Source: an optimization exercise on an open RTL-to-GDS flow (aim: small area, a short achievable clock period and few clock cycles per item). Production flows keep margins and buffers that such runs may drop. In this exercise RTL edits were held to simulation tests only and were not proved equivalent to the original. Power figures rest on the tool's default switching activity, not on a simulated workload.

job 1775:
==> flow/design.v (excerpt) <==
module CNC(
    clk,
    rst_n,
    IN_VALID,
    MODE,
    IN,
    OUT_VALID,
    OUT
    );
Size: ~710 cells after synthesis, about 75 flip-flops, ~31 I/O pins, about 6600 um2 of cells after synthesis.
==> flow/config.mk <==
export PLATFORM = sky130hd
export DESIGN_NAME = CNC
export DESIGN_NICKNAME = CNC
export VERILOG_FILES = /design/flow/design.v
export SDC_FILE = /design/flow/constraint.sdc
export NUM_CORES = 4
export LEC_CHECK = 0
export CAP_MARGIN = 20
export CORE_MARGIN = 2
export CORE_UTILIZATION = 65
export SETUP_SLACK_MARGIN = 4.6
export SLEW_MARGIN = 20
export SYNTH_HIERARCHICAL = 1
export SYNTH_MINIMUM_KEEP_SIZE = 0
==> flow/constraint.sdc <==
create_clock -name core_clock -period 7.5 [get_ports {clk}]
set_input_delay 1.5000 -clock core_clock [delete_from_list [all_inputs] [get_ports {clk}]]
set_output_delay 1.5000 -clock core_clock [all_outputs]
set_load 0.01 [all_outputs]
standard.sh (not shown) runs the stock make flow with config.mk's settings and CLKGATE_MAP_FILE= SYNTH_SCRIPT=/design/flow/synth_recipe.tcl, a recipe that flattens the netlist after the stock synthesis.
==> flow/flow/run.sh <==
#!/bin/bash
set -euo pipefail
export BUFFER_PORTS_ARGS="-buffer_cell sky130_fd_sc_hd__buf_2"
bash standard.sh > flow_make.log 2>&1
Testbench counts of job 1775, summed over its fixed seeds: cycles 7,208, items 1,200.
Setup changes, job 1775 to job 843
Settings: ABC_AREA now 1, previously not set; SETUP_SLACK_MARGIN now 3.8, was 4.6.
### Flow results
Summary of job 843 over job 1775: part of the power in the clock network moved up; number of buffers outside the clock class in the layout dropped about 60%; average cell area after synthesis decreased 32%. Summary: with job 1775 as the reference, core box area in job 843 moved up by more than 10%. Against job 1775, switching power in job 843 fell by more than a quarter. Against job 1775 as the reference, job 843 delivers a lower routed wire length. Looking at sequential share of layout area, job 843 sits 1.3 points below job 1775.
Input-level comparison between job 4926 and job 843:
Settings: ABC_AREA removed (was 1); CTS_BUF_LIST newly set to sky130_fd_sc_hd__clkbuf_8.
### Flow results
Job 4926 vs job 843: die boundary height down by a little under 10%. Higher global-route usage goes to job 843 over job 4926. Wire length of the first global-routing pass (job 4926 vs. job 843) decreases by more than 10%. Post-layout net count ended up 40% lower on job 4926 than on job 843. Diff job 4926 and job 843: clock-buffer cell count lower in job 4926. Fraction of cell area in non-clock buffers: job 4926 and job 843 compared, higher one is job 4926. Summary: with job 843 as the reference, via count of the first global-routing pass in job 4926 moved down by more than 10%. Sort job 4926 and job 843 by proportion of power drawn by the clock network, ascending, and job 4926 comes first. Summary — final wirelength, job 4926 relative to job 843: lower, by 20%. Relative to job 843, the area after synthesis measured on job 4926 has decreased by more than 10%. Job 4926 vs job 843, first element of the critical path: X[3]$_SDFF_PP0_ vs BO[3]$_DFF_P_. When the final numbers for job 4926 and job 843 were put side by side, the layout-stage area growth over the synthesis result turned out to be greater in job 843.
Setup changes, job 4926 to job 4492
Settings: CTS_BUF_LIST no longer set, was sky130_fd_sc_hd__clkbuf_8.
==> run summary <==
Number of hold-repair buffers added at the cts stage came out exactly the same in job 4926 and job 4492.
Compared job 4926 against job 4492; boundary pin count within noise.
Re routed length per placed instance: no difference whatsoever between job 4926 and job 4492.
~same synthesized area in job 4926 and job 4492
Diff job 4926..job 4492 | clock skew | unchanged
Job 4926 and job 4492 ended up with roughly the same utilization.

## rev 12
CNC, a different RTL version from the one above (not shown whole).
Size in the first run: roughly 670 cells after synthesis, ~75 flip-flops, about 31 I/O pins.
export LEC_CHECK = 0
export CAP_MARGIN = 20
export CORE_MARGIN = 2
export CORE_UTILIZATION = 65
export SETUP_SLACK_MARGIN = 3.7
export SLEW_MARGIN = 20
export SYNTH_HIERARCHICAL = 1
export SYNTH_MINIMUM_KEEP_SIZE = 0
create_clock -name core_clock -period 7.5 [get_ports {clk}]
Scripts as last shown in full above: flow/flow/run.sh
Testbench counts of rev 12, summed over its fixed seeds: cycles 7,208, items 1,200.
Modified inputs, rev 13 compared to rev 12
- SETUP_SLACK_MARGIN changed from 3.7 to 4.0
Rev 13: hold slack 0.010 ns above rev 12
The first-iteration DRC count in rev 13 is 0.64 times that in rev 12.
The longest individual stage delay on the worst path was comparable across rev 13 and rev 12.
Going from rev 12 to rev 13, highest attainable clock frequency shows an increase of about 2.5%; final instance area shows an increase of 400 um^2; wire length of the first global-routing pass shows an increase of 530 um.
[rev 13] area added between synthesis and finish rose 6.4 points relative to rev 12

[what the ideal ports hide]
How much do the figures lean on ideal ports? The routed layouts below were timed once more, with nothing changed but the port constraints. Step 1, drivers: a clkbuf_16 drives clk and a buf_2 each remaining input, both assumed. Step 2 also shifts input and output timing later by t, the mid clock arrival at the registers, as if the neighbouring blocks saw the same clock. Three values: ideal, step 1, step 2; two values: the first two.
| run | shift t [ns] | slack for setup (ns) | hold WS [ns] |
|---|---|---|---|
| job 1775 | 0.412 | 3.831 / 3.831 / 3.831 | 0.381 / 0.381 / 0.381 |
| job 843 | 0.382 | 4.011 / 4.011 / 4.011 | 0.377 / 0.377 / 0.377 |
| job 4926 | 0.403 | 3.922 / 3.922 / 3.922 | 0.372 / 0.372 / 0.372 |
| job 4492 | 0.403 | 3.922 / 3.922 / 3.922 | 0.372 / 0.372 / 0.372 |
| rev 12 | 0.397 | 3.899 / 3.899 / 3.865 | 0.365 / 0.365 / 0.365 |
| rev 13 | 0.400 | 3.986 / 3.986 / 3.899 | 0.376 / 0.376 / 0.376 |
After both steps setup and hold are still met in every run listed. The setup slack of rev 13, which loses most, moves by 0.000 ns with the drivers and by -0.087 ns with both steps.
